This design comes from an exercise in tuning for small area, a short achievable clock period and few clock cycles per item on the open sky130 flow, not from production work.
At most, simulation tests tie the RTL to the original design; equivalence was not proved.

==> inputs of run Z <==
==> flow/design.v <==
module CONVCOR(
	clk,
	rst_n,
	in_valid,
	in_a,
	in_b,
	in_mode,
	out_valid,
	out
);
input              clk;
input              rst_n;
input              in_valid;
input      [15:0]  in_a;
input      [15:0]  in_b;
input              in_mode;
output reg         out_valid;
output reg [35:0]  out;
reg s0, s1, s2, s3, s4, s5, s6;
reg mode;
reg [15:0] a0, a1, a2;
reg [15:0] b0, b1, b2;      
reg signed [16:0] pre, pim;
wire [15:0] in_bx = {in_b[15:8], in_b[7:0] ^ {8{in_mode}}};
wire [15:0] m1a = (s1 | s3&~mode | s4)     ? a0 :
                  (s2 | s5)                ? a1 : a2;
wire [15:0] m1b = s1                       ? b0 :
                  (s2 | s3&~mode)          ? b1 : b2;
wire [15:0] m2a = (s3 & ~mode) ? a1 : (s4 | s5) ? a2 : 16'd0;
wire [15:0] m2b = s5 ? b1 : b0;
wire signed [7:0] m1ar = m1a[15:8], m1ai = m1a[7:0];
wire signed [7:0] m1br = m1b[15:8], m1bi = m1b[7:0];
wire signed [7:0] m2ar = m2a[15:8], m2ai = m2a[7:0];
wire signed [7:0] m2br = m2b[15:8], m2bi = m2b[7:0];
wire c = mode;
wire gp = (s2 & mode) | (s3 & mode) | s4;
wire signed [8:0]  c1r = c ? {m1ar[7], m1ar} : 9'sd0;
wire signed [8:0]  c1i = c ? {m1ai[7], m1ai} : 9'sd0;
wire signed [16:0] gpre = gp ? pre : 17'sd0;
wire signed [16:0] gpim = gp ? pim : 17'sd0;
wire signed [17:0] sre = m1ar*m1br - m1ai*m1bi - c1i + m2ar*m2br - m2ai*m2bi + gpre;
wire signed [17:0] sim = m1ar*m1bi + c1r + m1ai*m1br + m2ar*m2bi + m2ai*m2br + gpim;
always @(posedge clk) begin
	if (!rst_n) begin
		s0 <= 1'b1; s1 <= 1'b0; s2 <= 1'b0; s3 <= 1'b0;
		s4 <= 1'b0; s5 <= 1'b0; s6 <= 1'b0;
		out_valid <= 1'b0;
	end else begin
		s0 <= (s0 & ~in_valid) | (s3 & mode) | s6;
		s1 <= s0 & in_valid;
		s2 <= s1;
		s3 <= s2;
		s4 <= s3 & ~mode;
		s5 <= s4;
		s6 <= s5;
		out_valid <= (s2 & ~mode) | s3 | s4 | s5 | s6;
	end
end
always @(posedge clk) begin
	if (s0) begin
		a0 <= in_a; b0 <= in_bx; mode <= in_mode;
	end
	if (s1) begin
		a1 <= in_a; b1 <= in_bx;
	end
	if (s2) begin
		a2 <= in_a; b2 <= in_bx;
	end
	if (s1 | s2) begin
		pre <= sre[16:0];
		pim <= sim[16:0];
	end
	if (s2)
		out <= {{1{pre[16]}}, pre, {1{pim[16]}}, pim};
	else
		out <= {sre, sim};
end
endmodule
==> flow/run.sh <==
#!/bin/bash
# synth_recipe.tcl (not shown) runs the flow's synth.tcl, then flattens the netlist and writes it again
# the make line also repeats each setting of config.mk as NAME=value (left out here)
make -C /OpenROAD-flow-scripts/flow DESIGN_CONFIG=/design/flow/config.mk WORK_HOME=/design/flow/orfs CLKGATE_MAP_FILE= SYNTH_SCRIPT=/design/flow/synth_recipe.tcl finish
==> flow/config.mk <==
export PLATFORM = sky130hd
export DESIGN_NAME = CONVCOR
export DESIGN_NICKNAME = CONVCOR
export VERILOG_FILES = /design/flow/design.v
export SDC_FILE = /design/flow/constraint.sdc
export NUM_CORES = 4
export LEC_CHECK = 0
export CAP_MARGIN = 20
export CORE_MARGIN = 2
export CORE_UTILIZATION = 40
export PLACE_DENSITY = 0.6
export SLEW_MARGIN = 20
==> flow/constraint.sdc <==
create_clock -name core_clock -period 13.0 [get_ports {clk}]
set_input_delay 2.6000 -clock core_clock [delete_from_list [all_inputs] [get_ports {clk}]]
set_output_delay 2.6000 -clock core_clock [all_outputs]
set_load 0.01 [all_outputs]
==> run H: changes against run Z <==
==> flow/design.v, changed modules only <==
module CONVCOR(	
	clk, 
	rst_n, 
	in_valid, 
	in_a,
	in_b,
	in_mode,	
	out_valid, 
	out
);
input              clk;
input              rst_n;
input              in_valid;
input signed    [15:0]     in_a;
input signed	[15:0]     in_b;
input 	           in_mode;
output  reg        out_valid;
output  reg [35:0] out;
reg signed[7:0] at0[1:0],at1[1:0],at2[1:0];
reg signed[7:0] bt0[1:0],bt1[1:0],bt2[1:0];
reg [3:0] counter1,counter2,counter;
reg mode;
reg flag;
wire signed [17:0] out0_0 = (at0[0]*bt0[0])-(at0[1]*bt0[1]);
wire signed [17:0] out0_1 = (at0[0]*bt0[1])+(at0[1]*bt0[0]);
wire signed [17:0] out1_0 = ((at0[0]*bt1[0])-(at0[1]*bt1[1]))
			+((at1[0]*bt0[0])-(at1[1]*bt0[1]));
wire signed [17:0] out1_1 = ((at0[0]*bt1[1])+(at0[1]*bt1[0]))
			+((at1[0]*bt0[1])+(at1[1]*bt0[0]));
wire signed [17:0] out2_0 = ((at0[0]*bt2[0])-(at0[1]*bt2[1]))
			+((at1[0]*bt1[0])-(at1[1]*bt1[1]))
			+((at2[0]*bt0[0])-(at2[1]*bt0[1]));
wire signed [17:0] out2_1 = ((at0[0]*bt2[1])+(at0[1]*bt2[0]))
			+((at1[0]*bt1[1])+(at1[1]*bt1[0]))
			+((at2[0]*bt0[1])+(at2[1]*bt0[0]));
wire signed [17:0] out3_0 = ((at1[0]*bt2[0])-(at1[1]*bt2[1]))
			+((at2[0]*bt1[0])-(at2[1]*bt1[1]));
wire signed [17:0] out3_1 = ((at1[0]*bt2[1])+(at1[1]*bt2[0]))
			+((at2[0]*bt1[1])+(at2[1]*bt1[0]));
wire signed [17:0] out4_0 = (at2[0]*bt2[0])-(at2[1]*bt2[1]);
wire signed [17:0] out4_1 = (at2[0]*bt2[1])+(at2[1]*bt2[0]);
wire signed [17:0] outc_0 = (at0[0]*bt0[0])+(at0[1]*bt0[1])+(at1[0]*bt1[0])
			+(at1[1]*bt1[1])+(at2[0]*bt2[0])+(at2[1]*bt2[1]);
wire signed [17:0] outc_1 = (at0[1]*bt0[0])-(at0[0]*bt0[1])+(at1[1]*bt1[0])
			-(at1[0]*bt1[1])+(at2[1]*bt2[0])-(at2[0]*bt2[1]);
always@(posedge clk)
begin
	if(rst_n==0)
	begin
		out_valid<=1'b0;
		out<=36'd0;
		counter<=0;
		counter1<=0;
		counter2<=0;
		flag<=0;
	end
	else if(flag==0)
	begin
		if(in_mode==0)
		begin
		mode<=0;
		end
		else if(in_mode==1)
		begin
		mode<=1;
		end
		if(in_valid==1&&counter1==0)
		begin
		{at0[0],at0[1]}<=in_a;
		{bt0[0],bt0[1]}<=in_b;
		counter1<=counter1+1;
		end
		else if(in_valid==1&&counter1==1)
		begin
		{at1[0],at1[1]}<=in_a;
		{bt1[0],bt1[1]}<=in_b;
		counter1<=counter1+1;
		end
		else if(in_valid==1&&counter1==2)
		begin
		{at2[0],at2[1]}<=in_a;
		{bt2[0],bt2[1]}<=in_b;
		counter1<=counter1+1;
		flag<=1;
		end
	end
	else
	begin
		if(mode==0)
		begin
			if(in_valid==0&&counter2==0)
			begin
			out<={out0_0,out0_1};
			counter2<=counter2+1;
			out_valid<=1;
			end
			else if(in_valid==0&&counter2==1)
			begin
			out<={out1_0,out1_1};
			counter2<=counter2+1;
			out_valid<=1;
			end
			else if(in_valid==0&&counter2==2)
			begin
			out<={out2_0,out2_1};
			counter2<=counter2+1;
			out_valid<=1;
			end
			else if(in_valid==0&&counter2==3)
			begin
			out<={out3_0,out3_1};
			counter2<=counter2+1;
			out_valid<=1;
			end
			else if(in_valid==0&&counter2==4)
			begin
			out<={out4_0,out4_1};
			counter2<=counter2+1;
			out_valid<=1;
			end
			else if(counter2==5)
			begin
			out_valid<=0;
			counter<=0;
			out<=0;
			counter1<=0;
			counter2<=0;
			flag<=0;
			end
		end
		else if(mode==1)
		begin
			if(counter==0)
			begin
			out<={outc_0,outc_1};
			out_valid<=1;
			counter<=counter+1;
			end
			else if(counter==1)
			begin
			out_valid<=0;
			counter<=0;
			out<=0;
			counter1<=0;
			counter2<=0;
			flag<=0;
			end
		end
	end
end
endmodule
==> results.sh <==
export IMPL_worstReg2RegStart="at1[0][1]"
export IMPL_wl_met2_um=165000
export IMPL_status="complete, no violations"
export IMPL_final_fill_count=26884
export IMPL_grt_max_degree=51
[end of results for run H]
==> results.sh <==
export IMPL_status="complete, no violations"
export IMPL_final_fill_count=7373
export IMPL_worstReg2RegStart="mode"
export IMPL_grt_max_degree=48
[end of results for run Z]
Testbench counts of run H, summed over its fixed seeds: cycles 25,716, items 3,200.
No functional check of the RTL was part of run Z.

* * *

==> job 6716 <==
Another version of the RTL of CONVCOR (not shown whole).
Design CONVCOR, start of the top module:
module CONVCOR(
	clk,
	rst_n,
	in_valid,
	in_a,
	in_b,
	in_mode,
	out_valid,
	out
);
==> flow/config.mk <==
export PLATFORM = sky130hd
export DESIGN_NAME = CONVCOR
export DESIGN_NICKNAME = CONVCOR
export VERILOG_FILES = /design/flow/design.v
export SDC_FILE = /design/flow/constraint.sdc
export NUM_CORES = 4
export LEC_CHECK = 0
export CAP_MARGIN = 20
export CORE_MARGIN = 2
export CORE_UTILIZATION = 40
export PLACE_DENSITY = 0.6
export SLEW_MARGIN = 20
==> flow/constraint.sdc <==
create_clock -name core_clock -period 13.0 [get_ports {clk}]
set_input_delay 2.6000 -clock core_clock [delete_from_list [all_inputs] [get_ports {clk}]]
set_output_delay 2.6000 -clock core_clock [all_outputs]
set_load 0.01 [all_outputs]
run.sh (not shown) runs the stock make flow with config.mk's settings and CLKGATE_MAP_FILE= SYNTH_SCRIPT=/design/flow/synth_recipe.tcl, a recipe that flattens the netlist after the stock synthesis.
==> job 6291: changes against job 6716 <==
--- a/flow/config.mk
+++ b/flow/config.mk
@@ -7,3 +7,3 @@
 export LEC_CHECK = 0
-export CAP_MARGIN = 20
+export CAP_MARGIN = 80
 export CORE_MARGIN = 2
@@ -11,2 +11,2 @@
 export PLACE_DENSITY = 0.6
-export SLEW_MARGIN = 20
+export SLEW_MARGIN = 80
==> job 4288: changes against job 6716 <==
==> flow/flow/run.sh (new file) <==
#!/bin/bash
set -euo pipefail
export SETUP_SLACK_MARGIN=9.6
bash standard.sh > flow_standard.log 2>&1
==> flow/standard.sh (new file) <==
#!/bin/bash
# synth_recipe.tcl (not shown) runs the flow's synth.tcl, then flattens the netlist and writes it again
# the make line also repeats each setting of config.mk as NAME=value (left out here)
make -C /OpenROAD-flow-scripts/flow DESIGN_CONFIG=/design/flow/config.mk WORK_HOME=/design/flow/orfs CLKGATE_MAP_FILE= SYNTH_SCRIPT=/design/flow/synth_recipe.tcl "${@:-finish}"
--- a/flow/config.mk
+++ b/flow/config.mk
@@ -10,2 +10,3 @@
 export CORE_UTILIZATION = 40
+export CTS_BUF_LIST = sky130_fd_sc_hd__clkbuf_4 sky130_fd_sc_hd__clkbuf_8
 export PLACE_DENSITY = 0.6
removed: flow/run.sh
==> flow_summary.json <==
{
  "outcome": "no timing/DRC/antenna violations",
  "slowest_stage": "fa_2",
  "post-place-ws_ps": 8990,
  "cts_max_level": 2,
  "period_share_pct": 29.1,
  "wl_met3_um": 2480,
  "sh_seq_area_pct": 30.6,
  "drt_wl_total_um": 36700,
  "cp.required_ps": 13470,
  "clock_buffers": 65,
  "rrSetupSlack_ps": 9210
}
# the run above: job 4288

==> flow_summary.json <==
{
  "outcome": "no timing/DRC/antenna violations",
  "crit_chain": "nand2_1 > fa_1 > inv_1 > fa_1 > inv_1 > fa_1 > inv_1 > fa_1 > fa_1 > inv_1 > fa_1",
  "post-place-ws_ps": 8750,
  "cp-end-kind": "register",
  "wl_met3_um": 2040,
  "slowest_stage": "dfxtp_1",
  "register_area_um2": 5820,
  "async_reset_ff_share_pct": 0,
  "crit_path_start_kind": "register",
  "period_share_pct": 32.7,
  "drt_wl_total_um": 35000,
  "rrSetupSlack_ps": 8740,
  "synth_seq_cells": 242,
  "post-route-worst-setup-slack_ps": 8740,
  "clkSlewWorstSetupHoldPaths_ps": 60,
  "cts_max_level": 1
}
# the run above: job 6716

==> flow_summary.json <==
{
  "rrSetupSlack_ps": 8060,
  "period_share_pct": 38.0,
  "wl_met3_um": 1990,
  "outcome": "no timing/DRC/antenna violations",
  "vias_per_cell": 4.89,
  "post-place-ws_ps": 8060,
  "cp.required_ps": 13470,
  "slowest_stage": "clkdlybuf4s50_1",
  "drt_wl_total_um": 34900,
  "crit_fanout": 36,
  "largestClassByArea": "multi-input gates",
  "synth_area_leaders": "fa_1, edfxtp_1, dfxtp_1",
  "clock_buffers": 38,
  "cts_setup_buffers": 0,
  "cts_max_level": 1
}
# the run above: job 6291

Testbench counts of job 6716, summed over its fixed seeds: cycles 33,778, items 3,200.
Testbench counts of job 6291, summed over its fixed seeds: cycles 33,778, items 3,200.
Testbench counts of job 4288, summed over its fixed seeds: cycles 33,778, items 3,200.

## re-timing with driven ports
The results above use ideal ports. As a check the final layouts listed here were re-extracted and re-timed, cells and wires unchanged. Step 1 assumes that a clkbuf_16 drives the clock port and a buf_2 every other input. Step 2 adds t to the input delays and takes it off the output delays; t is the mean of the earliest and latest rising clock arrival at the registers after step 1. Input paths then give back, and output paths get back, about the clock's delay inside the block. a / b / c = no drivers / after step 1 / after step 2; a / b = the first two.
run	t, ns	slack for setup (ns)	worst setup path after step 2	worst slew at a driven data input, ns
run Z	0.579	3.477 / 3.477 / 3.477	register to register	0.06
run H	0.673	1.434 / 1.434 / 1.434	register to register	0.05
job 6716	0.617	8.744 / 8.744 / 8.744	register to register	0.05
job 6291	0.609	8.059 / 8.059 / 8.059	register to register	0.05
job 4288	0.662	9.213 / 9.213 / 9.213	register to register	0.06
After both steps every run listed still meets setup and hold.
